Background: an optimization exercise with open tools, aiming at small area. Do not read the settings as production practice. The RTL was checked by simulation tests, not by an equivalence proof against the original design. The clock cells of runs 3 to 6 come from the design's own scripts or RTL, not from TritonCTS. No driver is modelled on the clock port, so clock power and skew are understated where the tree is cut down; a real chip needs a root buffer or a tree. No activity file was given, so power comes from the tool's default toggle rates.

==> design/flow/design.v <==
`timescale 1ns / 1ps
module TopModule(
input wire clk_i, rst_i, Conect_i, selector_temp_i,
input wire [1:0] T_corp_in, T_amb_in,
output wire [7:0] catodo_o,
output wire Alarma_o, Ventilacion_o, presencia_nino_o,
output wire [3:0] anodo_o,
output wire [1:0] state_o,
output wire recorre_pantalla_o, escribe_o
    );
localparam [8:0]  DR = 9'b100000100,  DE = 9'b100000010,  DM = 9'b110111110;
localparam [13:0] SR = 14'b00000110000000, SE = 14'b00000010000000, SM = 14'b11101111011011;
localparam [14:0] RR = 15'b001010110001000, RE = 15'b011101110000011, RM = 15'b011101111101111;
reg [8:0]  dv;
reg [13:0] sv;
reg [14:0] rv;
wire d_tick = ~|((dv ^ DE) & DM);
wire s_tick = ~|((sv ^ SE) & SM);
wire r_tick = ~|((rv ^ RE) & RM);
always @(posedge clk_i, posedge rst_i)
	if (rst_i) begin
		dv <= DR; sv <= SR; rv <= RR;
	end else begin
		dv <= {dv[7:0], dv[8] ^ dv[6]} | {1'b0, d_tick, 7'b0};
		sv <= {sv[12:0], sv[13] ^ sv[1] ^ sv[2] ^ sv[8]} | {7'b0, s_tick, 6'b0};
		rv <= {rv[13:0], rv[14] ^ rv[6]} | {9'b0, r_tick, 5'b0};
	end
reg [3:0] cu, ct, au, at;    
wire [3:0] cu_n, ct_n, au_n, at_n;
bcd_step corp_step (.en(s_tick), .in(T_corp_in), .u(cu), .t(ct), .u_n(cu_n), .t_n(ct_n));
bcd_step amb_step  (.en(s_tick), .in(T_amb_in),  .u(au), .t(at), .u_n(au_n), .t_n(at_n));
always @(posedge clk_i, posedge rst_i)
	if (rst_i) begin
		cu <= 4'd0; ct <= 4'd2; au <= 4'd0; at <= 4'd2;
	end else begin
		cu <= cu_n; ct <= ct_n; au <= au_n; at <= at_n;
	end
reg [1:0] st, C;
reg [5:0] cnt;    
wire s3 = st[1] & st[0];
wire c63 = &cnt;
wire inc = s3 ? (r_tick | (s_tick & c63)) : s_tick;
always @(posedge clk_i, posedge rst_i)
	if (rst_i) begin
		st <= 2'd0; C <= 2'd0; cnt <= 6'd0;
	end else begin
		if (inc) cnt <= cnt + 6'd1;
		if (s_tick) begin
			if (s3 & c63) C <= C + 2'd1;
			else if (Conect_i) C[0] <= 1'b1;
			case (st)
				2'd0: if (c63) st <= 2'd1;
				2'd1: st <= C[0] ? 2'd2 : 2'd0;
				2'd2: if (c63) st <= 2'd3;
				2'd3: if (c63) st <= 2'd0;
			endcase
		end
	end
assign state_o = st;
assign escribe_o = cnt[0] & ~s3;
assign recorre_pantalla_o = cnt[0] & s3;
assign presencia_nino_o = (ct == 4'd3) ? (cu[3] | (cu[2] & cu[1])) : (ct[3] | ct[2]);
assign Alarma_o = (ct == 4'd3) ? cu[3] : (ct[3] | ct[2]);
assign Ventilacion_o = presencia_nino_o &
	((at == 4'd2) ? (au[3] | (au[2] & (au[1] | au[0]))) : (at[3] | at[2] | (at[1] & at[0])));
reg [1:0] ai;
always @(posedge clk_i, posedge rst_i)
	if (rst_i) ai <= 2'd0;
	else if (d_tick) ai <= ai + 2'd1;
assign anodo_o = ~(4'b0001 << ai);
reg [3:0] digit;
always @* begin
	case (ai)
		2'd0: digit = st[1] ? (C[1] ? 4'hE : 4'hB) : (selector_temp_i ? au : cu);
		2'd1: digit = st[1] ? (C[1] ? 4'hD : 4'hC) : (selector_temp_i ? at : ct);
		2'd2: digit = st[1] ? 4'hF : (selector_temp_i ? 4'hA : 4'hC);
		default: digit = {2'b00, st};
	endcase
end
reg [7:0] seg;
always @* begin
	case (digit)
		4'h0: seg = 8'b00000011;
		4'h1: seg = 8'b10011111;
		4'h2: seg = 8'b00100101;
		4'h3: seg = 8'b00001101;
		4'h4: seg = 8'b10011001;
		4'h5: seg = 8'b01001001;
		4'h6: seg = 8'b11000001;
		4'h7: seg = 8'b00011111;
		4'h8: seg = 8'b00000001;
		4'h9: seg = 8'b00011001;
		4'hA: seg = 8'b00010001;
		4'hB: seg = 8'b11000100;
		4'hC: seg = 8'b11100101;
		4'hD: seg = 8'b10000101;
		4'hE: seg = 8'b01100000;
		default: seg = 8'b11111111;
	endcase
end
assign catodo_o = seg;
endmodule
module bcd_step(
input wire en,
input wire [1:0] in,
input wire [3:0] u, t,
output wire [3:0] u_n, t_n
    );
wire up = in[1];
wire dn = ~in[1];
wire e = en & (in[1] | in[0]);
wire [3:0] v = u ^ {4{dn}};
wire tu1 = up ? (u[0] & ~u[3]) : (~u[0] & (u[1] | u[2] | u[3]));
wire tu2 = v[0] & v[1] & (up | u[2] | u[3]);
wire tu3 = up ? (u[0] & (u[3] | (u[1] & u[2]))) : (~u[0] & ~u[1] & ~u[2]);
wire wrap = up ? (u[0] & u[3]) : ~(u[0] | u[1] | u[2] | u[3]);
wire c0 = e & wrap;
wire [3:0] w = t ^ {4{dn}};
wire c1 = c0 & w[0];
wire c2 = c1 & w[1];
wire c3 = c2 & w[2];
assign u_n = u ^ ({tu3, tu2, tu1, 1'b1} & {4{e}});
assign t_n = t ^ {c3, c2, c1, c0};
endmodule
==> design/flow/run.sh <==
#!/bin/bash
# synth_recipe.tcl (not shown) runs the flow's synth.tcl, then flattens the netlist and writes it again
# the make line also repeats each setting of config.mk as NAME=value (left out here)
make -C /OpenROAD-flow-scripts/flow DESIGN_CONFIG=/design/flow/config.mk WORK_HOME=/design/flow/orfs CLKGATE_MAP_FILE= SYNTH_SCRIPT=/design/flow/synth_recipe.tcl finish
==> design/flow/config.mk <==
export PLATFORM = sky130hd
export DESIGN_NAME = TopModule
export DESIGN_NICKNAME = TopModule
export VERILOG_FILES = /design/flow/design.v
export SDC_FILE = /design/flow/constraint.sdc
export NUM_CORES = 4
export LEC_CHECK = 0
export ABC_AREA = 1
export CAP_MARGIN = 20
export CORE_MARGIN = 2
export CORE_UTILIZATION = 40
export PLACE_DENSITY = 0.6
export SLEW_MARGIN = 20
==> design/flow/constraint.sdc <==
create_clock -name core_clock -period 10.0 [get_ports {clk_i}]
set_input_delay 2.0000 -clock core_clock [delete_from_list [all_inputs] [get_ports {clk_i}]]
set_output_delay 2.0000 -clock core_clock [all_outputs]
set_load 0.01 [all_outputs]
==> results of run 1 <==
==> final timing paths <==
check | startpoint | end | slack, ns | depth (start not counted)
max in group asynchronous | rst_i | dv[3] | 7.28 | 3
min in group asynchronous | rst_i | sv[13] | 2.20 | 3
hold / removal | dv[0] | dv[1] | 0.36 | 0
hold reg to reg | dv[0] | dv[1] | 0.36 | 0
setup / recovery | selector_temp_i | catodo_o[4] | 3.42 | 13
setup reg to reg | sv[7] | at[3] | 8.27 | 9
==> cells by family (layout without fill, tap and decap cells) <==
family | count (synthesis) | in the layout
buf+inv | 52 | 92
fa+ha+maj | 15 | 15
simple gates | 203 | 203
xor+xnor | 28 | 28
compound gates | 28 | 28
flops | 66 | 66
==> where the power goes <==
group / leakage (nW) / total, mW / switching [mW] / internal, mW
combinational: 1.07 / 0.0330 / 0.0205 / 0.0125
clock: 0.110 / 0.249 / 0.107 / 0.142
sequential: 0.848 / 0.267 / 0.000210 / 0.267
==> flip-flops by register name, summed over array words and instances (netlist names), named ones only <==
signal  flops
cnt         6
ai          2
at          4
dv          9
ct          4
cu          4
sv         14
C           2
rv         15
st          1
au          4
==> cells in the final DEF, fill, tap and decap left out, drive strengths merged <==
master	count
dfrtp	55
o211ai	5
bufinv	2
a21oi	7
xor2	20
nand2	103
ha	15
nand4	9
o31ai	1
nand3b	1
nor4	1
nor3	7
or2	6
clkdlybuf4s50	26
a31oi	4
buf	1
nor3b	1
nor2	39
inv	51
nand3	35
xnor2	8
o21ai	11
clkbuf	9
dfstp	11
and2	1
clkinvlp	1
clkinv	2
==> through the flow <==
stage | hold WS, ns | setup slack, ns | power [mW] | cells | utilization (%)
2_1_floorplan | 0.3312 | 4.761 | 0.2933 | 392 | -
3_3_place_gp | 0.3353 | 3.533 | 0.3054 | 521 | 45.85
3_5_place_dp | 0.3373 | 3.439 | 0.3059 | 521 | 45.85
4_1_cts | 0.3656 | 3.430 | 0.5573 | 537 | 48.56
5_1_grt | 0.3774 | 3.158 | 0.5757 | 537 | 48.56
6_report | 0.3634 | 3.420 | 0.5490 | 537 | 48.56
==> worst reg2reg max path: stages (launching register included) <==
cell and delay, ns:
dfstp_2 0.53, inv_1 0.05, nor2_1 0.12, nand2_1 0.08, nor2_2 0.16, nand3_2 0.17
nor3_4 0.28, nand3_1 0.11, nand2_1 0.08, nand2_1 0.04
==> cell type report <==
type                    instances  area, um2
inverters                      49      183.9
clock buffers                   9      123.9
well taps                     105      131.4
multi-input cells             274       1519
clock inverters                 7      98.84
repair buffers                 27      267.8
flip-flops and latches         66       1665
fillers                       780       4227
==> routing by layer <==
| layer | wire length [um] | share of wire [%] | vias to the layer above | global-route usage, % |
|---|---|---|---|---|
| li1 | - | - | 1322 | - |
| met1 | 3354 | 50 | 1239 | 24.03 |
| met2 | 3005 | 45 | 41 | 23.38 |
| met3 | 246 | 3.7 | 4 | 4.464 |
| met4 | 42 | 0.63 | 0 | 5.000 |
| met5 | 0 | 0 | - | 0 |
==> impl_results.md, run 1 <==
- Status: complete, no violations
- Startpoint class of the critical path: input pin
- Drc violations: 0
- Crit path buf inv count: 3
- Vias in the first global route: 2434
- Most frequent cell on the critical path: nand2_1
- Xor/xnor cell area share of the yosys netlist: 7.235%
- Synth Warn #: 1
- Top post-synthesis cells by area: dfrtp_1 (41%), nand2_1 (11%), dfstp_2 (8.5%)
- Most frequent cell after synthesis: nand2_1
- VDD IR-drop max: 85.93 uV
- Simple-Gate Fraction of Synth Area: 27.21%
- Synth top area share: 40.61%
- Initial core utilization: 41.25%
- Worst EP required: 8.00 ns
- Largest net degree at the start of global routing: 67
- DRT Pass-1 Iters: 4
- Ys async rst share: 100.0%
- Placed inst area: 3767 um2
- Max-slew violations: 0
- Clock buffer depth: 2
- Post-Synth Adder-Cell Area: 5.537%
- Chip width: 96.05 um
- Die footprint: 9226 um2
- Leak pwr: 2.032 nW
- Total grt overflow: 0
- Cell family with most CP delay: buffers and inverters
- Synth Area in Compound Gates: 4.836%
- Post-synthesis mux area share: 0%
- Per-cell routed wire length: 12.38 um
- Max H-tree Level: 3
- Routed via count: 2606
- Largest family of logic cells by synthesized area: simple AND/OR/NAND/NOR gates
- Port Buffer Count: 26
- N_diodes: 0
- Routability cong.: 0.9246
- Post-synthesis register bit count: 66
- CP endpoint kind: output port
- DR iter-0 viols: 120
- Layout area overhead: 17.72%
- Max Cap Violations: 0
- Core box area: 8217 um2
- CTS Sinks: 66
- Syn_area_per_cell: 8.647 um2
- Final Hold Fails: 0
- Number of I/O pins: 27
- Syn_nets: 415
- CTS clk-pin slew, worst paths: 0.07 ns
- Critical path fanouts, max: 7
- RSZ-0062 raised after global routing: false
- P per Cell Area: 137.6 nW/um2
- Post-DP HPWL: 4.828 mm
- Synthesized area: 3390 um2
- Synth cell count leaders: nand2_1 (99), dfrtp_1 (55), inv_1 (41)
- Sequential share of the synthesized area: 49.13%
- Arrival time at the worst endpoint: 4.58 ns
- Post-synth EDFFs: 0
- Postcts setup bufs: 0
- Nets: 450
- Synth Instances: 392
- CP Class: input pin to output port
- Die Y: 96.05 um
- Final instance area: 3990 um2
- Worst Skew: 0.007153 ns
- Max transition margin: 46.82%
- Initial antenna violation count: 0
- Hold buffers post-CTS: 0
- Layout cell share with drive strength beyond 1: 12.96%
- Row cnt: 33
- Root Driver: clkbuf_8
- Main synth FF type: dfrtp_1
- CTS tree: built
- Total track usage: 16.33%
- Area leader, netlist: dfrtp_1
- Final Setup Violations: 0
- Min Tclk post-route: 6.580 ns
- Tightest Hold Check Type: flop to flop
- Post-DR vias/cell: 4.853
- Num CTS Buffers: 9
- Slowest cell on crit path: clkdlybuf4s50_1
- Yosys cell types: 32
- Latest clock arrival within the worst-skew pair: 0.35 ns
- CTS-repair resized insts: 0
- Worst slew pin tran: 0.7978 ns
- Post-route ant nets: 0
- Post-route setup TNS: 0 ns
- First-pass GRT wire length: 11.50 mm
- Critical path, cell by cell: clkdlybuf4s50_1 -> nor2_2 -> nand2_1 -> nand3_1 -> nand3_1 -> nand2_1 -> inv_1 -> ha_1 -> nand3_1 -> nand2_1 -> nand2_1 -> nand2_1 -> clkdlybuf4s50_1
- Max Clk Rate: 152.0 MHz
- Final period utilization: 65.80%
- Routed wire length: 6.648 mm
- Largest stage delay, worst path: 0.56 ns
==> inputs of run 2 (changes only) <==
--- a/design/flow/design.v
+++ b/design/flow/design.v
@@ -36,23 +36,23 @@
 		cu <= cu_n; ct <= ct_n; au <= au_n; at <= at_n;
 	end
-reg [1:0] st, C;
+reg st1, st0;
+reg [1:0] C;
+wire [1:0] st = {st1, st0};
 reg [5:0] cnt;    
 wire s3 = st[1] & st[0];
 wire c63 = &cnt;
 wire inc = s3 ? (r_tick | (s_tick & c63)) : s_tick;
+wire t_st1 = s_tick & st0 & (st1 ? c63 : C[0]);
+wire t_st0 = s_tick & (c63 | (st0 & ~st1));
 always @(posedge clk_i, posedge rst_i)
 	if (rst_i) begin
-		st <= 2'd0; C <= 2'd0; cnt <= 6'd0;
+		st1 <= 1'b0; st0 <= 1'b0; C <= 2'd0; cnt <= 6'd0;
 	end else begin
+		if (t_st1) st1 <= ~st1;
+		if (t_st0) st0 <= ~st0;
 		if (inc) cnt <= cnt + 6'd1;
 		if (s_tick) begin
 			if (s3 & c63) C <= C + 2'd1;
 			else if (Conect_i) C[0] <= 1'b1;
-			case (st)
-				2'd0: if (c63) st <= 2'd1;
-				2'd1: st <= C[0] ? 2'd2 : 2'd0;
-				2'd2: if (c63) st <= 2'd3;
-				2'd3: if (c63) st <= 2'd0;
-			endcase
 		end
 	end
==> design/flow/flow/run.sh (new file) <==
#!/bin/bash
set -euo pipefail
W=$(pwd)
F=$W/flow
cat > $W/own_synth.tcl <<EOT
proc synth {args} { yosys synth -nofsm -noshare {*}\$args }
proc extract_fa {args} { puts "extract_fa skipped" }
proc abc {args} {
  set i [lsearch -exact \$args -script]
  if {\$i >= 0} { set args [lreplace \$args [expr {\$i + 1}] [expr {\$i + 1}] $F/area.abc] }
  yosys abc {*}\$args
}
source \$::env(SCRIPTS_DIR)/synth.tcl
# left out here: clear keep_hierarchy, flatten, clean up
yosys rename -hide {w:*\$func\$*}
write_verilog -noattr -nohex -nodec \$::env(RESULTS_DIR)/1_2_yosys.v
EOT
EXTRA=(SYNTH_SCRIPT=$W/own_synth.tcl
  "BUFFER_PORTS_ARGS=-buffer_cell sky130_fd_sc_hd__buf_1"
  "CTS_ARGS=-sink_clustering_enable -repair_clock_nets -dont_use_dummy_load ${OWN_CTS_EXTRA:--buf_list sky130_fd_sc_hd__clkbuf_4}")
bash $W/standard.sh synth "${EXTRA[@]}" > $W/own_synth.log 2>&1
bash $W/standard.sh finish "${EXTRA[@]}" > $W/own_layout.log 2>&1
==> design/flow/flow/area.abc (new file) <==
strash
ifraig
dc2
dch -f
amap
==> design/flow/standard.sh (new file) <==
#!/bin/bash
# synth_recipe.tcl (not shown) runs the flow's synth.tcl, then flattens the netlist and writes it again
# the make line also repeats each setting of config.mk as NAME=value (left out here)
make -C /OpenROAD-flow-scripts/flow DESIGN_CONFIG=/design/flow/config.mk WORK_HOME=/design/flow/orfs CLKGATE_MAP_FILE= SYNTH_SCRIPT=/design/flow/synth_recipe.tcl "${@:-finish}"
--- a/design/flow/config.mk
+++ b/design/flow/config.mk
@@ -6,5 +6,4 @@
 export NUM_CORES = 4
 export LEC_CHECK = 0
-export ABC_AREA = 1
 export CAP_MARGIN = 20
 export CORE_MARGIN = 2
removed: design/flow/run.sh
==> impl_results.md, run 2 <==
- Post-synthesis register bit count: 66
- Layout area overhead: 9.767%
- Vias in the first global route: 2124
- Max reg flops: 15
- Max Clk Rate: 157.7 MHz
- Area leader, netlist: dfrtp_1
- Number of I/O pins: 27
- Tightest Hold Check Type: flop to flop
- Final period utilization: 63.41%
- Hold buffers post-CTS: 0
- Synth Warn #: 1
- CP endpoint kind: output port
- Syn_nets: 311
- DR iter-0 viols: 66
- CP endpoint: catodo_o[4]
- Final Hold Fails: 0
- Sequential share of the synthesized area: 58.56%
- RSZ-0062 raised after global routing: false
- Min Tclk post-route: 6.341 ns
- Reg2reg path depth: 10
- Post-synth EDFFs: 0
- CTS Sinks: 66
- Switching pwr: 0.1017 mW
- Biggest regs: rv: 15 flops, sv: 14 flops, dv: 9 flops
- Final Setup Violations: 0
- DRT Pass-1 Iters: 4
- Sequential share of power: 64.2%
- Slowest cell on crit path: a222oi_1
- Num CTS Buffers: 9
- P per Cell Area: 135.2 nW/um2
- Synthesized area: 2844 um2
- Row cnt: 30
- Post-DR vias/cell: 5.104
- N_diodes: 0
- Commonest non-fill, non-tap cells in the layout: nor2_1 (56), dfrtp_1 (55), clkinv_1 (41)
- Port Buffer Count: 26
- Core box area: 6832 um2
- Initial core utilization: 41.63%
- Yosys cell types: 32
- Most frequent cell on the critical path: nor2_1
- Max H-tree Level: 3
- R2r endpoint: at[3]
- Pint: 0.3202 mW
- Syn_area_per_cell: 9.386 um2
- Chip width: 88.32 um
- Largest net degree at the start of global routing: 67
- Max-slew violations: 0
- Post-route setup TNS: 0 ns
- Critical path, cell by cell: buf_1 -> nor2_1 -> a21oi_1 -> a222oi_1 -> clkinv_1 -> nand2_1 -> clkinv_1 -> nor2_1 -> nor2_1 -> o32a_1 -> buf_1
- Clock buffer depth: 2
- Routed wire length: 5.590 mm
- Cells on Worst Hold Path: 0
- CTS clk-pin slew, worst paths: 0.10 ns
- Biggest register: rv
- Root Driver: clkbuf_4
- CTS tree: built
- Die footprint: 7800 um2
- Postcts setup bufs: 0
- Combinational group share of total power: 7.6%
- Tot Pwr: 0.4220 mW
- RR Startpoint: sv[1]
- Per-cell routed wire length: 12.91 um
- Total track usage: 16.08%
- Leak pwr: 1.310 nW
- Initial antenna violation count: 0
- Max transition margin: 46.48%
- Status: complete, no violations
- Ys async rst share: 100.0%
- Total grt overflow: 0
- R2R Setup Slk: 7.16 ns
- Layout cell share with drive strength beyond 1: 6.528%
- Worst slew pin tran: 0.8028 ns
- First-pass GRT wire length: 9.694 mm
- VDD IR-drop max: 78.78 uV
- Most frequent cell after synthesis: nor2_1
- Post-route ant nets: 0
- Synth cell count leaders: nor2_1 (56), dfrtp_1 (55), clkinv_1 (42)
- Worst Skew: 0.01947 ns
- Latest clock arrival within the worst-skew pair: 0.37 ns
- Setup crit start: selector_temp_i
- Drc violations: 0
- Post-DP HPWL: 4.071 mm
- Startpoint class of the critical path: input pin
- Worst EP required: 8.00 ns
- Largest stage delay, worst path: 0.57 ns
- Top post-synthesis cells by area: dfrtp_1 (48%), dfstp_2 (10%), nor2_1 (7.4%)
- Synth top area share: 48.39%
- Nets: 347
- Routed via count: 2210
- CTS-repair resized insts: 0
- Arrival time at the worst endpoint: 4.34 ns
- Die Y: 88.32 um
- Synth Instances: 303
- Main synth FF type: dfrtp_1
- Clk network pwr share: 28.2%
- Sw frac: 24.11%
- CP Class: input pin to output port
- Max Cap Violations: 0
- Critical path fanouts, max: 8
- Commonest non-fill, non-tap cell in the layout: nor2_1
- Routability cong.: 0.8416
run 2: metrics by stage:
step	hold WS (ns)	utilization [%]	std cells	area, um2	worst slack, ns
final	0.3649	45.70	433	3122	3.659
after global routing	0.3547	45.70	433	3122	3.397
after global placement	0.3335	44.71	424	3054	3.800
after detailed placement	0.3364	44.71	424	3054	3.712
after floorplan	0.3312	-	303	2844	4.178
after CTS	0.3545	45.70	433	3122	3.705
run 2: how the worst min path moves through the flow:
stage / startpoint / to / slack (ns)
5_1_grt: rv[7] / rv[8] / 0.35
3_3_place_gp: dv[0] / dv[1] / 0.33
4_1_cts: rv[7] / rv[8] / 0.35
6_report: sv[10] / sv[11] / 0.36
2_1_floorplan: dv[0] / dv[1] / 0.33
3_5_place_dp: dv[0] / dv[1] / 0.34
run 2: cell type report:
class | count | area, um2
Inverter | 42 | 157.7
Multi-Input combinational cell | 193 | 1006
Tap cell | 96 | 120.1
Sequential cell | 66 | 1665
Fill cell | 702 | 3710
Timing Repair Buffer | 27 | 105.1
Clock buffer | 9 | 67.56
run 2: metal layers:
metal / vias to the layer above / GRT usage, % / part of all wire, %
li1: 1132 / - / -
met1: 1032 / 22.81 / 52
met2: 39 / 23.44 / 44
met3: 7 / 3.825 / 3.5
met4: 0 / 7.438 / 1.2
met5: - / 0 / 0
run 2: critical path: cells and delay by family:
| family | cells | cell delay (ns) |
|---|---|---|
| buf+inv | 4 | 0.60 |
| simple gates | 4 | 0.75 |
| compound gates | 3 | 1.00 |
run 2: kinds of logic after synthesis:
family | synth area share [%]
AO/OA/AOI/OAI | 18.30
flip-flops | 58.56
AND/OR/NAND/NOR | 16.76
XOR/XNOR | 0.3080
buffers and inverters | 6.071
run 2: power groups by stage:
stage | logic [mW] | registers (mW) | clock network [mW]
2_1_floorplan | 0.0225 | 0.275 | 0
3_3_place_gp | 0.0317 | 0.276 | 0
3_5_place_dp | 0.0322 | 0.276 | 0
4_1_cts | 0.0323 | 0.271 | 0.125
5_1_grt | 0.0367 | 0.271 | 0.137
6_report | 0.0320 | 0.271 | 0.119
==> inputs of run 3 (changes only) <==
--- a/design/flow/design.v
+++ b/design/flow/design.v
@@ -9,21 +9,32 @@
 output wire recorre_pantalla_o, escribe_o
     );
-localparam [8:0]  DR = 9'b100000100,  DE = 9'b100000010,  DM = 9'b110111110;
-localparam [13:0] SR = 14'b00000110000000, SE = 14'b00000010000000, SM = 14'b11101111011011;
-localparam [14:0] RR = 15'b001010110001000, RE = 15'b011101110000011, RM = 15'b011101111101111;
-reg [8:0]  dv;
-reg [13:0] sv;
-reg [14:0] rv;
-wire d_tick = ~|((dv ^ DE) & DM);
-wire s_tick = ~|((sv ^ SE) & SM);
-wire r_tick = ~|((rv ^ RE) & RM);
+reg ph2;         
+reg [1:0] ph3;   
 always @(posedge clk_i, posedge rst_i)
 	if (rst_i) begin
-		dv <= DR; sv <= SR; rv <= RR;
+		ph2 <= 1'b0; ph3 <= 2'b00;
 	end else begin
-		dv <= {dv[7:0], dv[8] ^ dv[6]} | {1'b0, d_tick, 7'b0};
-		sv <= {sv[12:0], sv[13] ^ sv[1] ^ sv[2] ^ sv[8]} | {7'b0, s_tick, 6'b0};
-		rv <= {rv[13:0], rv[14] ^ rv[6]} | {9'b0, r_tick, 5'b0};
+		ph2 <= ~ph2;
+		ph3 <= {ph3[0], ~(ph3[0] | ph3[1])};
 	end
+reg [10:0] l3;
+wire l3_e = l3[10] & ~l3[9] & ~l3[8] & ~l3[7] & l3[6] & l3[5] & ~l3[2] & l3[1] & ~l3[0];
+reg [6:0] l67;
+wire l67_e = l67[6] & ~l67[5] & ~l67[4] & ~l67[0];
+reg [13:0] l10;
+wire l10_e = l10[13] & l10[12] & ~l10[11] & ~l10[10] & l10[9] & ~l10[7] & ~l10[6] & l10[5] & ~l10[4] & ~l10[3] & ~l10[2] & l10[1];
+always @(posedge clk_i, posedge rst_i)
+	if (rst_i) begin
+		l3 <= 11'b00011000100;
+		l67 <= 7'b0000001;
+		l10 <= 14'b00010001000110;
+	end else begin
+		l3 <= {l3[9], l3[8], l3[7], l3[6], l3[5], (l3[4] & ~l3_e), l3[3], l3[2], l3[1], l3[0], (l3[10] ^ l3[1])};
+		l67 <= {l67[5], l67[4], l67[3], l67[2], (l67[1] & ~l67_e), l67[0], (l67[6] ^ l67[2])};
+		l10 <= {(l10[12] & ~l10_e), l10[11], l10[10], l10[9], l10[8], l10[7], l10[6], l10[5], l10[4], l10[3], l10[2], l10[1], l10[0], (l10[13] ^ l10[12])};
+	end
+wire s_tick = ~ph2 & ph3[1] & l3_e;
+wire d_tick = ~ph2 & ph3[1] & l67_e;
+wire r_tick = ~ph2 & l10_e;
 reg [3:0] cu, ct, au, at;    
 wire [3:0] cu_n, ct_n, au_n, at_n;
--- a/design/flow/flow/run.sh
+++ b/design/flow/flow/run.sh
@@ -1,3 +1,9 @@
 #!/bin/bash
+# Own layout flow: the standard ORFS flow (standard.sh) with these changes:
+#  * port buffers: buf_1 instead of the resizer's default choice;
+#  * clock: instead of TritonCTS's H-tree, one clock buffer placed at the
+#    centre of the registers drives every register clock pin (all registers
+#    see the same buffer, so no skew is added between them).
+# Each tool's output goes to its own log file in the work folder.
 set -euo pipefail
 W=$(pwd)
@@ -16,7 +22,9 @@
 write_verilog -noattr -nohex -nodec \$::env(RESULTS_DIR)/1_2_yosys.v
 EOT
+export OWN_CLKBUF=${OWN_CLKBUF:-sky130_fd_sc_hd__buf_6}
+export OWN_CLK_GROUPS=${OWN_CLK_GROUPS:-4}
+export PRE_CTS_TCL=$F/clock_buffer.tcl
 EXTRA=(SYNTH_SCRIPT=$W/own_synth.tcl
-  "BUFFER_PORTS_ARGS=-buffer_cell sky130_fd_sc_hd__buf_1"
-  "CTS_ARGS=-sink_clustering_enable -repair_clock_nets -dont_use_dummy_load ${OWN_CTS_EXTRA:--buf_list sky130_fd_sc_hd__clkbuf_4}")
+  "BUFFER_PORTS_ARGS=-buffer_cell sky130_fd_sc_hd__buf_1")
 bash $W/standard.sh synth "${EXTRA[@]}" > $W/own_synth.log 2>&1
 bash $W/standard.sh finish "${EXTRA[@]}" > $W/own_layout.log 2>&1
==> design/flow/flow/area.abc (replaced) <==
strash
&get -n
&deepsyn -T 20
&put
dch -f
amap
==> design/flow/flow/clock_buffer.tcl (new file) <==
# Sourced by ORFS's cts.tcl before clock tree synthesis (PRE_CTS_TCL).
# Replaces clock_tree_synthesis with a one-level clock tree: the clock sinks
# are split into $OWN_CLK_GROUPS groups by position (halves by x, then halves
# by y), and one buffer ($OWN_CLKBUF) at the centre of each group drives it.
# The clock port drives only these buffers. cts.tcl then legalises the
# placement and repairs timing.
rename clock_tree_synthesis orfs_clock_tree_synthesis
proc own_split {items key} {
  set s [lsort -real -index $key $items]
  set h [expr {[llength $s] / 2}]
  return [list [lrange $s 0 [expr {$h - 1}]] [lrange $s $h end]]
}
proc clock_tree_synthesis {args} {
  set block [ord::get_db_block]
  set clk_port [lindex [get_property [lindex [all_clocks] 0] sources] 0]
  set clk [$block findNet [get_full_name $clk_port]]
  set master [[ord::get_db] findMaster $::env(OWN_CLKBUF)]
  set sinks {}
  foreach it [$clk getITerms] {
    set bbox [[$it getInst] getBBox]
    lappend sinks [list [expr {([$bbox xMin] + [$bbox xMax]) / 2}] \
      [expr {([$bbox yMin] + [$bbox yMax]) / 2}] $it]
  }
  set groups [list $sinks]
  if {$::env(OWN_CLK_GROUPS) >= 2} { set groups [own_split $sinks 0] }
  if {$::env(OWN_CLK_GROUPS) >= 4} {
    set g4 {}
    foreach g $groups { lappend g4 {*}[own_split $g 1] }
    set groups $g4
  }
  set k 0
  foreach g $groups {
    set buf [odb::dbInst_create $block $master clkbuf_leaf_$k]
    set net [odb::dbNet_create $block clknet_leaf_$k]
    $net setSigType CLOCK
    set sx 0; set sy 0
    foreach s $g {
      lassign $s x y it
      set sx [expr {$sx + $x}]; set sy [expr {$sy + $y}]
      $it disconnect
      $it connect $net
    }
    [$buf findITerm A] connect $clk
    [$buf findITerm X] connect $net
    $buf setLocation [expr {$sx / [llength $g]}] [expr {$sy / [llength $g]}]
    $buf setPlacementStatus PLACED
    puts "clock_buffer: $::env(OWN_CLKBUF) clkbuf_leaf_$k drives [llength $g] clock sinks"
    incr k
  }
}
--- a/design/flow/config.mk
+++ b/design/flow/config.mk
@@ -8,5 +8,5 @@
 export CAP_MARGIN = 20
 export CORE_MARGIN = 2
-export CORE_UTILIZATION = 40
-export PLACE_DENSITY = 0.6
+export CORE_UTILIZATION = 60
+export PLACE_DENSITY = 0.85
 export SLEW_MARGIN = 20
==> impl_results.md, run 3 <==
- Pre-CTS setup slack: 3.287 ns
- Final WS setup: 3.215 ns
- Chip width: 70.68 um
- Layout area overhead: 7.505%
- Final period utilization: 67.85%
- Synth top area share: 49.72%
- Max transition margin: 49.81%
- Top post-synthesis cells by area: dfrtp_1 (50%), dfstp_2 (9.8%), nor2_1 (6.6%)
- # fillers: 366
- Max-slew violations: 0
- Main synth FF type: dfrtp_1
- Fin util: 66.32%
- Post-DR vias/cell: 5.710
- Crit path buf inv count: 4
- Sequential share of the synthesized area: 59.57%
- Slowest cell on crit path: o21ai_0
- Post-route setup TNS: 0 ns
- Final Hold Fails: 0
- Simple-Gate Fraction of Synth Area: 17.40%
- Hold buffers post-CTS: 0
- Synth Area in Compound Gates: 16.56%
- Reg2reg path depth: 13
- Synthesized area: 2668 um2
- Number of I/O pins: 27
- Synth Warn #: 1
- Critical path fanouts, max: 11
- Initial antenna violation count: 0
- Max reg flops: 14
- Drc violations: 0
- Die footprint: 4995 um2
- Biggest register: l10
- Max Clk Rate: 147.4 MHz
- Routed wire length: 5.052 mm
- N_diodes: 0
- Routability cong.: 1.039
- Startpoint class of the critical path: input pin
- Tot Pwr: 0.4060 mW
- Synth cell count leaders: dfrtp_1 (53), nor2_1 (47), clkinv_1 (42)
- Largest stage delay, worst path: 0.50 ns
- Post-synth EDFFs: 0
- Final Setup Violations: 0
- Latest clock arrival within the worst-skew pair: 0.14 ns
- Min Tclk post-route: 6.785 ns
- Total grt overflow: 0
- VDD IR-drop max: 101.6 uV
- Row cnt: 24
- CP Class: input pin to output port
- P per Cell Area: 141.6 nW/um2
- CP Depth: 13
- RR Startpoint: l3[6]
- Placed Cells: 358
- Syn_nets: 289
- Biggest regs: l10: 14 flops, l3: 11 flops, l67: 7 flops
- Vias in the first global route: 1934
- RSZ-0062 raised after global routing: false
- CP endpoint: catodo_o[6]
- Per-cell routed wire length: 13.96 um
- DR iter-0 viols: 152
- Worst Skew: 0.02182 ns
- Post-synthesis register bit count: 63
- CTS clk-pin slew, worst paths: 0.09 ns
- Post-DP HPWL: 3.769 mm
- CP endpoint kind: output port
- Nets: 320
- DRT Pass-1 Iters: 5
- Largest net degree at the start of global routing: 64
- Largest family of logic cells by synthesized area: simple AND/OR/NAND/NOR gates
- Layout cell share with drive strength beyond 1: 5.161%
- Post-synthesis mux area share: 0%
- Area of the multi-input gates: 905.9 um2
- R2r endpoint: at[3]
- Commonest non-fill, non-tap cells in the layout: dfrtp_1 (53), nor2_1 (47), clkinv_1 (41)
- Routed via count: 2067
- Die Y: 70.68 um
- Arrival time at the worst endpoint: 4.78 ns
- Synth Instances: 281
- Post-route ant nets: 0
- CTS-repair resized insts: 0
- Post-route insts no fill: 362
- First-pass GRT wire length: 8.728 mm
- Core box area: 4324 um2
- Most frequent cell after synthesis: dfrtp_1
- Leak pwr: 1.218 nW
- Cell family with most CP delay: compound AO/OA/AOI/OAI gates
- Max Cap Violations: 0
- Worst EP required: 8.00 ns
- Yosys cell types: 32
- Area leader, netlist: dfrtp_1
- Xor/xnor cell area share of the yosys netlist: 0%
- Syn_area_per_cell: 9.493 um2
- Commonest non-fill, non-tap cell in the layout: dfrtp_1
- Tightest Hold Check Type: flop to flop
- Status: complete, no violations
- Total track usage: 20.92%
- Port Buffer Count: 26
- Register area: 1589 um2
- Initial core utilization: 61.69%
- R2R Setup Slk: 6.41 ns
- Setup crit start: selector_temp_i
- Worst slew pin tran: 0.7529 ns
- Postcts setup bufs: 0
- Critical path, cell by cell: buf_1 -> clkinv_1 -> o221ai_1 -> nand2_1 -> o21ai_0 -> clkinv_1 -> o21ai_0 -> nor2_1 -> nor2_1 -> nand2_1 -> nor3_1 -> o21bai_1 -> buf_1
- Post-Synth Adder-Cell Area: 0%
- Ys async rst share: 100.0%
run 3: cell count changes in the layout (fill, tap and decap cells not counted), sizes merged, moves of 3 or more:
cell / previous run / this run
and3: 0 / 4
buf: 27 / 31
a21oi: 28 / 21
nand2b: 3 / 0
nand2: 22 / 17
nand4: 4 / 1
nor2: 56 / 47
nand3: 4 / 8
or4: 4 / 1
nor3: 5 / 13
clkbuf: 9 / 0
run 3: stage by stage:
stage	hold WS (ns)	cell area [um2]
2_1_floorplan	0.3312	2668
3_3_place_gp	0.3330	2823
3_5_place_dp	0.3387	2823
4_1_cts	0.3387	2868
5_1_grt	0.3701	2868
6_report	0.3556	2868
run 3: how the worst min path moves through the flow:
stage,start,endpoint,cells after the start,slack [ns]
after CTS,l3[3],l3[4],0,0.34
after global routing,l10[8],l10[9],0,0.37
after floorplan,l10[8],l10[9],0,0.33
after global placement,l10[8],l10[9],0,0.33
after detailed placement,l3[3],l3[4],0,0.34
final,l3[3],l3[4],0,0.36
run 3: area by class of cell:
| class | instances | share of cell area [%] |
|---|---|---|
| Tap cell | 52 | 2.269 |
| Buffer | 4 | 1.571 |
| Sequential cell | 63 | 55.41 |
| Timing Repair Buffer | 27 | 3.665 |
| Inverter | 42 | 5.497 |
| Multi-Input combinational cell | 174 | 31.59 |
run 3: cells by family (layout without fill, tap and decap cells):
logic type | Yosys count | after routing
AND/OR/NAND/NOR | 102 | 102
AO/OA/AOI/OAI | 72 | 72
flip-flops | 63 | 63
buffers and inverters | 44 | 73
run 3: power by group:
group	leakage [nW]	switching, mW	total, mW	internal, mW
sequential	0.807	0.0112	0.275	0.264
combinational	0.387	0.0264	0.0398	0.0134
clock	0.0242	0.0586	0.0908	0.0322
run 3: metal layers:
metal	part of all wire, %	wire length, um	up-vias	track usage [%]
li1	-	-	1034	-
met1	46	2319	963	32.16
met2	47	2363	59	34.07
met3	5.3	268	11	1.140
met4	2.0	101	0	3.983
met5	0	0	-	0
==> inputs of run 4 (changes only) <==
--- a/design/flow/design.v
+++ b/design/flow/design.v
@@ -6,5 +6,5 @@
 output wire Alarma_o, Ventilacion_o, presencia_nino_o,
 output wire [3:0] anodo_o,
-output wire [1:0] state_o,
+output reg [1:0] state_o,
 output wire recorre_pantalla_o, escribe_o
     );
@@ -47,19 +47,17 @@
 		cu <= cu_n; ct <= ct_n; au <= au_n; at <= at_n;
 	end
-reg st1, st0;
 reg [1:0] C;
-wire [1:0] st = {st1, st0};
 reg [5:0] cnt;    
-wire s3 = st[1] & st[0];
+wire s3 = state_o[1] & state_o[0];
 wire c63 = &cnt;
 wire inc = s3 ? (r_tick | (s_tick & c63)) : s_tick;
-wire t_st1 = s_tick & st0 & (st1 ? c63 : C[0]);
-wire t_st0 = s_tick & (c63 | (st0 & ~st1));
+wire t_st1 = s_tick & state_o[0] & (state_o[1] ? c63 : C[0]);
+wire t_st0 = s_tick & (c63 | (state_o[0] & ~state_o[1]));
 always @(posedge clk_i, posedge rst_i)
 	if (rst_i) begin
-		st1 <= 1'b0; st0 <= 1'b0; C <= 2'd0; cnt <= 6'd0;
+		state_o <= 2'd0; C <= 2'd0; cnt <= 6'd0;
 	end else begin
-		if (t_st1) st1 <= ~st1;
-		if (t_st0) st0 <= ~st0;
+		if (t_st1) state_o[1] <= ~state_o[1];
+		if (t_st0) state_o[0] <= ~state_o[0];
 		if (inc) cnt <= cnt + 6'd1;
 		if (s_tick) begin
@@ -68,5 +66,4 @@
 		end
 	end
-assign state_o = st;
 assign escribe_o = cnt[0] & ~s3;
 assign recorre_pantalla_o = cnt[0] & s3;
@@ -83,8 +80,8 @@
 always @* begin
 	case (ai)
-		2'd0: digit = st[1] ? (C[1] ? 4'hE : 4'hB) : (selector_temp_i ? au : cu);
-		2'd1: digit = st[1] ? (C[1] ? 4'hD : 4'hC) : (selector_temp_i ? at : ct);
-		2'd2: digit = st[1] ? 4'hF : (selector_temp_i ? 4'hA : 4'hC);
-		default: digit = {2'b00, st};
+		2'd0: digit = state_o[1] ? (C[1] ? 4'hE : 4'hB) : (selector_temp_i ? au : cu);
+		2'd1: digit = state_o[1] ? (C[1] ? 4'hD : 4'hC) : (selector_temp_i ? at : ct);
+		2'd2: digit = state_o[1] ? 4'hF : (selector_temp_i ? 4'hA : 4'hC);
+		default: digit = {2'b00, state_o};
 	endcase
 end
--- a/design/flow/flow/run.sh
+++ b/design/flow/flow/run.sh
@@ -13,7 +13,18 @@
 proc extract_fa {args} { puts "extract_fa skipped" }
 proc abc {args} {
-  set i [lsearch -exact \$args -script]
-  if {\$i >= 0} { set args [lreplace \$args [expr {\$i + 1}] [expr {\$i + 1}] $F/area.abc] }
-  yosys abc {*}\$args
+  set si [lsearch -exact \$args -script]
+  set lib [lindex \$args [expr {[lsearch -exact \$args -liberty] + 1}]]
+  yosys design -save own_abc_in
+  set best 1e18
+  foreach s [lsort [glob $F/abc_*.script]] {
+    yosys design -load own_abc_in
+    yosys abc {*}[lreplace \$args [expr {\$si + 1}] [expr {\$si + 1}] \$s]
+    set out [yosys tee -q -s result.string stat -liberty \$lib]
+    regexp {Chip area for module '[^']*': ([0-9.]+)} \$out -> area
+    puts "own abc: [file tail \$s] area \$area"
+    if {\$area < \$best} { set best \$area; set best_s \$s; yosys design -save own_abc_best }
+  }
+  yosys design -load own_abc_best
+  puts "own abc: chose [file tail \$best_s] area \$best"
 }
 source \$::env(SCRIPTS_DIR)/synth.tcl
==> design/flow/flow/abc_am0.script (new file) <==
strash
&get -n
&deepsyn -J 100 -T 600 -S 0
&put
dch -f
amap
==> design/flow/flow/abc_am1.script (new file) <==
strash
&get -n
&deepsyn -J 100 -T 600 -S 1
&put
dch -f
amap
==> design/flow/flow/abc_am2.script (new file) <==
strash
&get -n
&deepsyn -J 100 -T 600 -S 2
&put
dch -f
amap
==> design/flow/flow/abc_am3.script (new file) <==
strash
&get -n
&deepsyn -J 100 -T 600 -S 3
&put
dch -f
amap
==> design/flow/flow/abc_nf0.script (new file) <==
strash
&get -n
&deepsyn -J 100 -T 600 -S 0
&put
&get -n
&nf -R 1000 -p
&put
==> design/flow/flow/abc_nf1.script (new file) <==
strash
&get -n
&deepsyn -J 100 -T 600 -S 1
&put
&get -n
&nf -R 1000 -p
&put
==> design/flow/flow/abc_nf2.script (new file) <==
strash
&get -n
&deepsyn -J 100 -T 600 -S 2
&put
&get -n
&nf -R 1000 -p
&put
==> design/flow/flow/abc_nf3.script (new file) <==
strash
&get -n
&deepsyn -J 100 -T 600 -S 3
&put
&get -n
&nf -R 1000 -p
&put
removed: design/flow/flow/area.abc
==> impl_results.md, run 4 <==
- Final Setup Violations: 0
- Top post-synthesis cells by area: dfrtp_1 (50%), dfstp_2 (9.9%), xnor2_1 (4.6%)
- Sequential share of power: 69.8%
- Clk network pwr share: 25.0%
- Startpoint class of the critical path: input pin
- Area leader, netlist: dfrtp_1
- Total grt overflow: 0
- Initial core utilization: 61.68%
- VDD IR-drop max: 113.2 uV
- Final Hold Fails: 0
- Slowest cell on crit path: o21ai_0
- Synth Instances: 245
- Drc violations: 0
- Chip width: 70.44 um
- Post-synth EDFFs: 0
- Worst EP required: 8.00 ns
- Synth cell count leaders: dfrtp_1 (53), nor2_1 (21), o21ai_0 (18)
- Max Cap Violations: 0
- Sw frac: 19.96%
- Layout cell share with drive strength beyond 1: 5.797%
- Cell family with most CP delay: compound AO/OA/AOI/OAI gates
- Commonest non-fill, non-tap cells in the layout: dfrtp_1 (53), buf_1 (26), nor2_1 (21)
- CP Class: input pin to output port
- CP endpoint kind: output port
- Post-route setup TNS: 0 ns
- Min Tclk post-route: 6.215 ns
- Synth top area share: 50.07%
- Max Clk Rate: 160.9 MHz
- Pre-CTS setup slack: 3.842 ns
- Routability cong.: 0.8576
- Vias in the first global route: 1825
- Post-synthesis register bit count: 63
- Leak pwr: 1.292 nW
- Arrival time at the worst endpoint: 4.22 ns
- N_diodes: 0
- Final WS setup: 3.785 ns
- Postcts setup bufs: 0
- RSZ-0062 raised after global routing: false
- P per Cell Area: 127.6 nW/um2
- Crit path buf inv count: 4
- Max-slew violations: 0
- Hold buffers post-CTS: 0
- Biggest regs: l10: 14 flops, l3: 11 flops, l67: 7 flops
- Latest clock arrival within the worst-skew pair: 0.14 ns
- Post-DR vias/cell: 5.872
- Biggest register: l10
- Combinational group share of total power: 5.3%
- Sequential share of the synthesized area: 59.99%
- Critical path fanouts, max: 8
- Max reg flops: 14
- Number of I/O pins: 27
- Critical path, cell by cell: buf_1 -> clkinv_1 -> o311a_1 -> o21ai_0 -> nor2b_1 -> clkinv_1 -> a21oi_1 -> o22ai_1 -> o21ai_0 -> buf_1
- Commonest non-fill, non-tap cell in the layout: dfrtp_1
- Nets: 286
- Post-route ant nets: 0
- Pint: 0.2925 mW
- Ys async rst share: 100.0%
- DR iter-0 viols: 154
- # fillers: 335
- Tightest Hold Check Type: flop to flop
- Die Y: 70.44 um
- Synth Warn #: 1
- Port Buffer Count: 26
- Row cnt: 24
- Initial antenna violation count: 0
- First-pass GRT wire length: 8.431 mm
- Final period utilization: 62.15%
- Routed wire length: 4.716 mm
- Largest net degree at the start of global routing: 64
- Per-cell routed wire length: 14.38 um
- Routed via count: 1926
- Syn_nets: 253
- Synthesized area: 2649 um2
- Most frequent cell after synthesis: dfrtp_1
- CTS-repair resized insts: 0
- Layout area overhead: 8.125%
- Worst Skew: 0.01977 ns
- Post-DP HPWL: 3.422 mm
- Core box area: 4294 um2
- Largest stage delay, worst path: 0.47 ns
- Switching pwr: 0.07294 mW
- Die footprint: 4962 um2
- Syn_area_per_cell: 10.81 um2
- Status: complete, no violations
- Total track usage: 20.55%
- Main synth FF type: dfrtp_1
- Max transition margin: 49.31%
- CTS clk-pin slew, worst paths: 0.10 ns
- Yosys cell types: 39
- Worst slew pin tran: 0.7603 ns
- DRT Pass-1 Iters: 6
run 4: cell count changes in the layout (fill, tap and decap cells not counted), sizes merged, moves of 3 or more:
cell | before | now
nor2b | 2 | 8
a21oi | 21 | 13
xor2 | 0 | 7
xnor2 | 0 | 14
a31oi | 4 | 1
nor2 | 47 | 21
o22ai | 8 | 2
nand3 | 8 | 11
o31ai | 0 | 4
nand2b | 0 | 3
o221ai | 4 | 0
clkinv | 41 | 12
run 4: per-layer routing:
layer	share of wire [%]	global-route usage (%)	up-vias
li1	-	-	932
met1	46	31.06	903
met4	2.6	4.060	0
met5	0	0	-
met2	46	33.44	76
met3	5.2	1.299	15
run 4: final timing paths:
| kind | start | end | slack [ns] | cells after the start |
|---|---|---|---|---|
| hold reg to reg | l67[3] | l67[4] | 0.34 | 0 |
| hold / removal | l67[3] | l67[4] | 0.34 | 0 |
| min in group asynchronous | rst_i | l3[0] | 2.04 | 3 |
| setup reg to reg | l3[0] | at[3] | 6.85 | 12 |
| max in group asynchronous | rst_i | l10[12] | 7.44 | 3 |
| setup / recovery | selector_temp_i | catodo_o[4] | 3.78 | 10 |
run 4: per-stage QoR:
step           std cells  power, mW  utilization (%)  hold slack, ns  area [um2]
2_1_floorplan        245     0.2725                -          0.3312        2649
5_1_grt              328     0.3816            66.70          0.3589        2864
6_report             328     0.3654            66.70          0.3387        2864
3_3_place_gp         324     0.2786            65.65          0.3343        2819
3_5_place_dp         324     0.2791            65.65          0.3347        2819
4_1_cts              328     0.3491            66.70          0.3347        2864
run 4: layout make-up:
cell class	count	area, um2	area share [%]
plain buffers	4	45.04	1.573
inverters	13	48.80	1.704
multi-input cells	169	1011	35.30
flip-flops and latches	63	1589	55.48
well taps	52	65.06	2.272
repair buffers	27	105.1	3.670
run 4: cells by family (layout without fill, tap and decap cells):
logic type | count (synthesis) | in the layout | share of synthesized area (%)
flops | 63 | 63 | 59.99
xor+xnor | 21 | 21 | 6.944
compound gates | 54 | 54 | 12.94
simple gates | 92 | 92 | 17.53
mux | 2 | 2 | 0.7558
buf+inv | 13 | 44 | 1.842
run 4: power by group through the flow:
stage	Clock (mW)	Sequential, mW	Combinational [mW]
2_1_floorplan	0	0.260	0.0129
3_3_place_gp	0	0.260	0.0190
3_5_place_dp	0	0.260	0.0195
4_1_cts	0.0700	0.260	0.0195
5_1_grt	0.104	0.255	0.0224
6_report	0.0912	0.255	0.0193
==> inputs of run 5 (changes only) <==
==> design/flow/flow/abc_am0.script (replaced) <==
strash
&get -n
&deepsyn -J 200 -T 900 -S 0
&put
dch -f
amap
==> design/flow/flow/abc_am1.script (replaced) <==
strash
&get -n
&deepsyn -J 200 -T 900 -S 1
&put
dch -f
amap
==> design/flow/flow/abc_am2.script (replaced) <==
strash
&get -n
&deepsyn -J 200 -T 900 -S 2
&put
dch -f
amap
==> design/flow/flow/abc_am3.script (replaced) <==
strash
&get -n
&deepsyn -J 200 -T 900 -S 3
&put
dch -f
amap
==> design/flow/flow/abc_am4.script (new file) <==
strash
&get -n
&deepsyn -J 200 -T 900 -S 4
&put
dch -f
amap
==> design/flow/flow/abc_am5.script (new file) <==
strash
&get -n
&deepsyn -J 200 -T 900 -S 5
&put
dch -f
amap
==> design/flow/flow/abc_am6.script (new file) <==
strash
&get -n
&deepsyn -J 200 -T 900 -S 6
&put
dch -f
amap
==> design/flow/flow/abc_am7.script (new file) <==
strash
&get -n
&deepsyn -J 200 -T 900 -S 7
&put
dch -f
amap
==> design/flow/flow/abc_nf0.script (replaced) <==
strash
&get -n
&deepsyn -J 200 -T 900 -S 0
&put
&get -n
&nf -R 1000 -p
&put
==> design/flow/flow/abc_nf1.script (replaced) <==
strash
&get -n
&deepsyn -J 200 -T 900 -S 1
&put
&get -n
&nf -R 1000 -p
&put
==> design/flow/flow/abc_nf2.script (replaced) <==
strash
&get -n
&deepsyn -J 200 -T 900 -S 2
&put
&get -n
&nf -R 1000 -p
&put
==> design/flow/flow/abc_nf3.script (replaced) <==
strash
&get -n
&deepsyn -J 200 -T 900 -S 3
&put
&get -n
&nf -R 1000 -p
&put
==> design/flow/flow/abc_nf4.script (new file) <==
strash
&get -n
&deepsyn -J 200 -T 900 -S 4
&put
&get -n
&nf -R 1000 -p
&put
==> design/flow/flow/abc_nf5.script (new file) <==
strash
&get -n
&deepsyn -J 200 -T 900 -S 5
&put
&get -n
&nf -R 1000 -p
&put
==> design/flow/flow/abc_nf6.script (new file) <==
strash
&get -n
&deepsyn -J 200 -T 900 -S 6
&put
&get -n
&nf -R 1000 -p
&put
==> design/flow/flow/abc_nf7.script (new file) <==
strash
&get -n
&deepsyn -J 200 -T 900 -S 7
&put
&get -n
&nf -R 1000 -p
&put
==> impl_results.md, run 5 <==
- Max-slew violations: 0
- Arrival time at the worst endpoint: 4.15 ns
- Number of I/O pins: 27
- Ys async rst share: 100.0%
- DRT Pass-1 Iters: 4
- Routed wire length: 4.584 mm
- Synth cell count leaders: dfrtp_1 (53), nor2_1 (22), nand2_1 (20)
- Sequential share of the synthesized area: 60.68%
- Post-synth EDFFs: 0
- Final period utilization: 61.51%
- Met3 Wirelength: 226 um
- Tightest Hold Check Type: flop to flop
- Synth Instances: 240
- CP endpoint kind: output port
- Chip width: 70.07 um
- Row cnt: 24
- DR iter-0 viols: 165
- Syn_nets: 248
- Routed via count: 1815
- Min Tclk post-route: 6.151 ns
- RSZ-0062 raised after global routing: false
- Worst EP required: 8.00 ns
- Routability cong.: 0.9642
- Synthesized area: 2619 um2
- Latest clock arrival within the worst-skew pair: 0.13 ns
- Status: complete, no violations
- # fillers: 331
- Max transition margin: 50.69%
- Initial antenna violation count: 0
- Most frequent cell after synthesis: dfrtp_1
- Total grt overflow: 0
- First-pass GRT wire length: 8.066 mm
- Top post-synthesis cells by area: dfrtp_1 (51%), dfstp_2 (10%), xnor2_1 (4.7%)
- Worst Skew: 0.01644 ns
- Tightest hold margin: 0.3575 ns
- Area leader, netlist: dfrtp_1
- Met2 wire length: 2.126 mm
- Max Clk Rate: 162.6 MHz
- Syn_area_per_cell: 10.91 um2
- Post-route ant nets: 0
- Post-DP HPWL: 3.313 mm
- Leak pwr: 1.283 nW
- VDD IR-drop max: 112.1 uV
- Synth top area share: 50.65%
- Yosys cell types: 35
- Initial core utilization: 61.41%
- P per Cell Area: 125.9 nW/um2
- Postcts setup bufs: 0
- Biggest regs: l10: 14 flops, l3: 11 flops, l67: 7 flops
- Post-DR vias/cell: 5.619
- CTS clk-pin slew, worst paths: 0.09 ns
- Final Hold Fails: 0
- Drc violations: 0
- Port Buffer Count: 26
- Max Cap Violations: 0
- Met1 WL: 2.191 mm
- CP Class: input pin to output port
- Max reg flops: 14
- Layout area overhead: 8.218%
- Total track usage: 19.61%
- Startpoint class of the critical path: input pin
- N_diodes: 0
- Post-synthesis register bit count: 63
- Hold buffers post-CTS: 0
- Synth Warn #: 1
- Reg2reg path depth: 12
- Vias in the first global route: 1804
- Max Used Layer: met4
- Commonest non-fill, non-tap cell in the layout: dfrtp_1
- Area of the multi-input gates: 992.2 um2
- Cells on Worst Hold Path: 0
- Register area: 1589 um2
- Nets: 281
- Fin util: 66.46%
- Per-cell routed wire length: 14.19 um
- Critical path fanouts, max: 8
- Die Y: 70.07 um
- Tot Pwr: 0.3567 mW
- Final Setup Violations: 0
- Worst slew pin tran: 0.7397 ns
- Commonest non-fill, non-tap cells in the layout: dfrtp_1 (53), buf_1 (26), nor2_1 (22)
- Core box area: 4264 um2
- Die footprint: 4909 um2
- Biggest register: l10
- Largest net degree at the start of global routing: 64
- Layout cell share with drive strength beyond 1: 5.904%
- Post-route setup TNS: 0 ns
- Main synth FF type: dfrtp_1
- CTS-repair resized insts: 0
[run 5: stage by stage]
| stage | cells | area (um2) | setup slack [ns] |
|---|---|---|---|
| 5_1_grt | 323 | 2834 | 3.620 |
| 3_5_place_dp | 319 | 2789 | 3.906 |
| 6_report | 323 | 2834 | 3.849 |
| 2_1_floorplan | 240 | 2619 | 4.271 |
| 4_1_cts | 323 | 2834 | 3.897 |
| 3_3_place_gp | 319 | 2789 | 3.990 |
[run 5: per-layer routing]
layer	vias up	track usage, %
li1	897	-
met1	869	28.27
met2	45	33.33
met3	4	2.165
met4	0	2.991
met5	-	0
[run 5: critical path, stage by stage]
cell,delay (ns)
buf_1,0.27
mux2i_1,0.23
nor3_1,0.07
nor4_1,0.40
nand2_1,0.17
o21ai_0,0.21
clkinv_1,0.10
a21oi_1,0.17
nor2b_1,0.07
o21ai_0,0.19
nand2b_1,0.12
buf_1,0.14
[run 5: worst paths after layout]
kind	from	to	slack [ns]
max	selector_temp_i	catodo_o[0]	3.85
min reg2reg	l10[8]	l10[9]	0.36
max reg2reg	l3[8]	at[2]	6.95
min in group asynchronous	rst_i	cu[0]	2.04
max in group asynchronous	rst_i	l10[4]	7.47
min	l10[8]	l10[9]	0.36
[run 5: cell families after synthesis]
family,Yosys count,synth area share [%]
muxes,3,1.147
buffers and inverters,10,1.434
xor gates and xnor gates,22,7.358
AOI/OAI and AO/OA,52,12.33
DFF,63,60.68
and+or+nand+nor,90,17.06
[run 5: where the power goes]
group          internal [mW]  total, mW  switching (mW)
registers              0.255      0.255               0
clock network         0.0322     0.0914          0.0592
logic                0.00264     0.0104         0.00779
total                  0.290      0.357          0.0670
[run 5: cell type report]
cell class	count	share of cell area, %
Buffer	4	1.589
Inverter	10	1.325
Multi-Input combinational cell	167	35.01
Sequential cell	63	56.07
Tap cell	52	2.296
Timing Repair Buffer	27	3.709
==> inputs of run 6 (changes only) <==
--- a/design/flow/flow/run.sh
+++ b/design/flow/flow/run.sh
@@ -2,7 +2,8 @@
 # Own layout flow: the standard ORFS flow (standard.sh) with these changes:
 #  * port buffers: buf_1 instead of the resizer's default choice;
-#  * clock: instead of TritonCTS's H-tree, one clock buffer placed at the
-#    centre of the registers drives every register clock pin (all registers
-#    see the same buffer, so no skew is added between them).
+#  * clock: instead of TritonCTS's H-tree, a two-level inverter tree: the
+#    clock port drives one root inverter, which drives four leaf inverters,
+#    each placed at the centre of a quarter of the registers and driving
+#    their clock pins (same depth to every register, no skew is added).
 # Each tool's output goes to its own log file in the work folder.
 set -euo pipefail
@@ -33,7 +34,10 @@
 write_verilog -noattr -nohex -nodec \$::env(RESULTS_DIR)/1_2_yosys.v
 EOT
-export OWN_CLKBUF=${OWN_CLKBUF:-sky130_fd_sc_hd__buf_6}
+export OWN_CLK_ROOT=${OWN_CLK_ROOT-sky130_fd_sc_hd__inv_2}
+export OWN_CLKBUF=${OWN_CLKBUF:-sky130_fd_sc_hd__inv_6}
 export OWN_CLK_GROUPS=${OWN_CLK_GROUPS:-4}
 export PRE_CTS_TCL=$F/clock_buffer.tcl
+export OWN_RST_INV=${OWN_RST_INV:-sky130_fd_sc_hd__inv_4}
+export PRE_FLOORPLAN_TCL=$F/reset_driver.tcl
 EXTRA=(SYNTH_SCRIPT=$W/own_synth.tcl
   "BUFFER_PORTS_ARGS=-buffer_cell sky130_fd_sc_hd__buf_1")
--- a/design/flow/flow/clock_buffer.tcl
+++ b/design/flow/flow/clock_buffer.tcl
@@ -1,7 +1,10 @@
 # Sourced by ORFS's cts.tcl before clock tree synthesis (PRE_CTS_TCL).
-# Replaces clock_tree_synthesis with a one-level clock tree: the clock sinks
-# are split into $OWN_CLK_GROUPS groups by position (halves by x, then halves
-# by y), and one buffer ($OWN_CLKBUF) at the centre of each group drives it.
-# The clock port drives only these buffers. cts.tcl then legalises the
+# Replaces clock_tree_synthesis with a small clock tree: the clock sinks are
+# split into $OWN_CLK_GROUPS groups by position (halves by x, then halves by
+# y), and one cell ($OWN_CLKBUF, a buffer or an inverter) at the centre of
+# each group drives it. With $OWN_CLK_ROOT set (an inverter, used when the
+# group cells are inverters too), the clock port drives that root cell at the
+# centre of all sinks and the root drives the group cells; otherwise the port
+# drives the group cells directly. cts.tcl then legalises the
 # placement and repairs timing.
 rename clock_tree_synthesis orfs_clock_tree_synthesis
@@ -29,4 +32,18 @@
     set groups $g4
   }
+  set src $clk
+  if {[info exists ::env(OWN_CLK_ROOT)] && $::env(OWN_CLK_ROOT) ne ""} {
+    set root [odb::dbInst_create $block [[ord::get_db] findMaster $::env(OWN_CLK_ROOT)] clkbuf_root]
+    set src [odb::dbNet_create $block clknet_root]
+    $src setSigType CLOCK
+    [$root findITerm A] connect $clk
+    [$root findITerm Y] connect $src
+    set rx 0; set ry 0
+    foreach s $sinks { set rx [expr {$rx + [lindex $s 0]}]; set ry [expr {$ry + [lindex $s 1]}] }
+    $root setLocation [expr {$rx / [llength $sinks]}] [expr {$ry / [llength $sinks]}]
+    $root setPlacementStatus PLACED
+    puts "clock_buffer: root $::env(OWN_CLK_ROOT)"
+  }
+  set opin [expr {[$master findMTerm X] ne "NULL" ? "X" : "Y"}]
   set k 0
   foreach g $groups {
@@ -41,6 +58,6 @@
       $it connect $net
     }
-    [$buf findITerm A] connect $clk
-    [$buf findITerm X] connect $net
+    [$buf findITerm A] connect $src
+    [$buf findITerm $opin] connect $net
     $buf setLocation [expr {$sx / [llength $g]}] [expr {$sy / [llength $g]}]
     $buf setPlacementStatus PLACED
==> design/flow/flow/reset_driver.tcl (new file) <==
# Sourced by ORFS's floorplan.tcl before floorplanning (PRE_FLOORPLAN_TCL).
# The inverter that synthesis puts between the reset port and the registers'
# active-low reset/set pins drives every register; give it the drive
# strength $OWN_RST_INV up front instead of leaving repair_design to add a
# buffer after it.
set block [ord::get_db_block]
foreach inst [$block getInsts] {
  set m [[$inst getMaster] getName]
  if {![string match "sky130_fd_sc_hd__*inv_*" $m]} continue
  set y [$inst findITerm Y]
  set net [$y getNet]
  if {$net eq "NULL"} continue
  set n 0
  foreach it [$net getITerms] {
    if {[[$it getMTerm] getName] in {RESET_B SET_B}} { incr n }
  }
  if {$n >= 16} {
    $inst swapMaster [[ord::get_db] findMaster $::env(OWN_RST_INV)]
    puts "reset_driver: [$inst getName] $m -> $::env(OWN_RST_INV) ($n reset pins)"
  }
}
==> impl_results.md, run 6 <==
- Status: complete, no violations
- Synthesized area: 2621 um2
- Synth Instances: 240
- Max Clk Rate: 162.2 MHz
- Worst Skew: 0.02081 ns
- Switching pwr: 0.09082 mW
- Routed wire length: 4.717 mm
- Total grt overflow: 0
- Sequential share of the synthesized area: 60.68%
- Reg2reg path depth: 12
- Startpoint class of the critical path: input pin
- Routed via count: 1850
- Max Cap Violations: 0
- Synth cell count leaders: dfrtp_1 (53), nor2_1 (22), nand2_1 (20)
- Hold Path End: l3[4]
- Syn_area_per_cell: 10.92 um2
- # fillers: 345
- Number of I/O pins: 27
- Synth Warn #: 1
- Min Tclk post-route: 6.164 ns
- RR Startpoint: l3[8]
- First-pass GRT wire length: 8.590 mm
- Post-DP HPWL: 3.361 mm
- Sw frac: 25.30%
- Per-cell routed wire length: 14.60 um
- Biggest regs: l10: 14 flops, l3: 11 flops, l67: 7 flops
- Arrival time at the worst endpoint: 4.16 ns
- CTS-repair resized insts: 0
- Register area: 1589 um2
- Max reg flops: 14
- Leak pwr: 1.276 nW
- Most frequent cell after synthesis: dfrtp_1
- Final Hold Fails: 0
- Combinational group share of total power: 2.9%
- Met2 GRT Util: 34.60%
- P per Cell Area: 127.2 nW/um2
- Biggest register: l10
- RSZ-0062 raised after global routing: false
- DRT Pass-1 Iters: 4
- Final Setup Violations: 0
- Initial core utilization: 61.04%
- CTS clk-pin slew, worst paths: 0.09 ns
- Nets: 281
- Post-DR vias/cell: 5.728
- Die footprint: 4913 um2
- Yosys cell types: 35
- Post-synth EDFFs: 0
- Layout area overhead: 7.685%
- Total track usage: 20.95%
- Initial antenna violation count: 0
- Met3 Usage GRT: 2.309%
- Top post-synthesis cells by area: dfrtp_1 (51%), dfstp_2 (10%), xnor2_1 (4.7%)
- R2R Setup Slk: 7.03 ns
- N_diodes: 0
- Post-synthesis register bit count: 63
- Chip width: 70.10 um
- Sequential share of power: 71.0%
- Post-route setup TNS: 0 ns
- Vias in the first global route: 1868
- DR iter-0 viols: 95
- Hold buffers post-CTS: 0
- Worst EP required: 8.00 ns
- Area of the multi-input gates: 992.2 um2
- Pint: 0.2682 mW
- Met1 usage: 31.04%
- Drc violations: 0
- Worst slew pin tran: 0.7443 ns
- Commonest non-fill, non-tap cells in the layout: dfrtp_1 (53), buf_1 (26), nor2_1 (22)
- Min-delay src: l3[3]
- Top Usage Layer GRT: met2
- VDD IR-drop max: 97.66 uV
- Area leader, netlist: dfrtp_1
- Core box area: 4294 um2
- Row cnt: 24
- Commonest non-fill, non-tap cell in the layout: dfrtp_1
- Clk network pwr share: 26.1%
- Post-route insts no fill: 323
- Slowest cell on crit path: nor4_1
- Largest net degree at the start of global routing: 64
- Tightest Hold Check Type: flop to flop
- Main synth FF type: dfrtp_1
- Routability cong.: 0.8912
- Max-slew violations: 0
- Ys async rst share: 100.0%
- Port Buffer Count: 26
- Critical path, cell by cell: buf_1 -> mux2i_1 -> nor3_1 -> nor4_1 -> nand2_1 -> o21ai_0 -> clkinv_1 -> a21oi_1 -> nor2b_1 -> o21ai_0 -> nand2b_1 -> buf_1
- Postcts setup bufs: 0
- Syn_nets: 248
- Placed Cells: 318
- Latest clock arrival within the worst-skew pair: 0.27 ns
- Critical path fanouts, max: 8
- R2r endpoint: ct[3]
- Die Y: 70.10 um
- Final period utilization: 61.64%
- Cells on Worst Hold Path: 0
- CP Class: input pin to output port
- Largest stage delay, worst path: 0.35 ns
- Max transition margin: 50.38%
- Synth top area share: 50.65%
- Layout cell share with drive strength beyond 1: 5.904%
- Post-route ant nets: 0
- CP endpoint kind: output port
==> run 6: cell counts after synthesis <==
No cell type changed its count.
==> run 6: power by group through the flow <==
stage	sequential (mW)	clock, mW	combinational, mW
floorplan	0.260	0	0.00677
global placement	0.260	0	0.0105
detailed placement	0.260	0	0.0107
CTS	0.260	0.0703	0.0107
global route	0.255	0.106	0.0122
finish	0.255	0.0936	0.0105
==> run 6: final cells by class <==
| type | count | area share (%) |
|---|---|---|
| multi-input combinational | 167 | 35.15 |
| sequential | 63 | 56.29 |
| inverter | 15 | 2.793 |
| tap | 52 | 2.305 |
| timing repair buffer | 26 | 3.457 |
==> run 6: metal layers <==
layer  wire length [um]  vias to the layer above  share of wire (%)
met5                  0                        -                  0
met3                197                        7                4.2
met4                 76                        0                1.6
met2               2230                       41                 47
li1                   -                      899                  -
met1               2212                      903                 47
==> run 6: worst max path at each step <==
| stage | start | endpoint | slack, ns | depth (start not counted) |
|---|---|---|---|---|
| 3_5_place_dp | selector_temp_i | catodo_o[0] | 3.83 | 12 |
| 2_1_floorplan | selector_temp_i | catodo_o[0] | 4.27 | 10 |
| 4_1_cts | selector_temp_i | catodo_o[0] | 3.83 | 12 |
| 5_1_grt | selector_temp_i | catodo_o[0] | 3.47 | 12 |
| 3_3_place_gp | selector_temp_i | catodo_o[0] | 4.00 | 12 |
| 6_report | selector_temp_i | catodo_o[0] | 3.84 | 12 |
==> run 6: worst max-delay path, delay by kind of cell <==
family / cells / cell delay (ns)
mux: 1 / 0.26
simple gates: 5 / 0.78
compound gates: 3 / 0.58
buf+inv: 3 / 0.53
==> run 6: kinds of logic after synthesis <==
group | Yosys count | synth area share [%]
flip-flops | 63 | 60.68
XOR/XNOR | 22 | 7.358
AO/OA/AOI/OAI | 52 | 12.33
buffers and inverters | 10 | 1.434
AND/OR/NAND/NOR | 90 | 17.06
multiplexers | 3 | 1.147
==> run 6: metrics by stage <==
| step | worst slack, ns | cell area (um2) | hold WS (ns) | utilization, % | total power [mW] |
|---|---|---|---|---|---|
| global placement | 3.998 | 2784 | 0.3358 | 64.83 | 0.2701 |
| detailed placement | 3.830 | 2784 | 0.3397 | 64.83 | 0.2703 |
| finish | 3.836 | 2823 | 0.3651 | 65.73 | 0.3590 |
| global route | 3.472 | 2823 | 0.3662 | 65.73 | 0.3732 |
| floorplan | 4.271 | 2621 | 0.3312 | - | 0.2664 |
| CTS | 3.829 | 2823 | 0.3397 | 65.73 | 0.3407 |

what the ideal ports hide:
Ports are ideal in the flow. The routed layouts listed here were re-timed in OpenROAD.
Step 1 (the two cells are an assumption about what drives the block):
set clk [get_ports {clk_i}]
set_driving_cell -lib_cell sky130_fd_sc_hd__clkbuf_16 $clk
set_driving_cell -lib_cell sky130_fd_sc_hd__buf_2 [delete_from_list [all_inputs] $clk]
Step 2 moves the port delays by t, midway between the first and last clock arrival at a register: inputs arrive t later, outputs are due t later. That takes back most of the time a late clock gives input paths.
Three values: no drivers, after step 1, after step 2; two values: the first two.
| run | shift t [ns] | setup slack, ns | worst register clock-pin slew, ns |
|---|---|---|---|
| run 1 | 0.368 | 3.420 / 3.395 / 3.395 | 0.07 / 0.07 |
| run 2 | 0.389 | 3.659 / 3.633 / 3.633 | 0.10 / 0.10 |
| run 3 | 0.183 | 3.215 / 3.177 / 3.177 | 0.11 / 0.11 |
| run 4 | 0.183 | 3.785 / 3.754 / 3.754 | 0.11 / 0.11 |
| run 5 | 0.182 | 3.849 / 3.816 / 3.816 | 0.11 / 0.11 |
| run 6 | 0.288 | 3.836 / 3.814 / 3.814 | 0.11 / 0.11 |
After both steps every run listed still meets setup and hold. For run 3, which loses most, drivers alone change the setup slack by -0.038 ns; drivers and shift together by -0.038 ns.
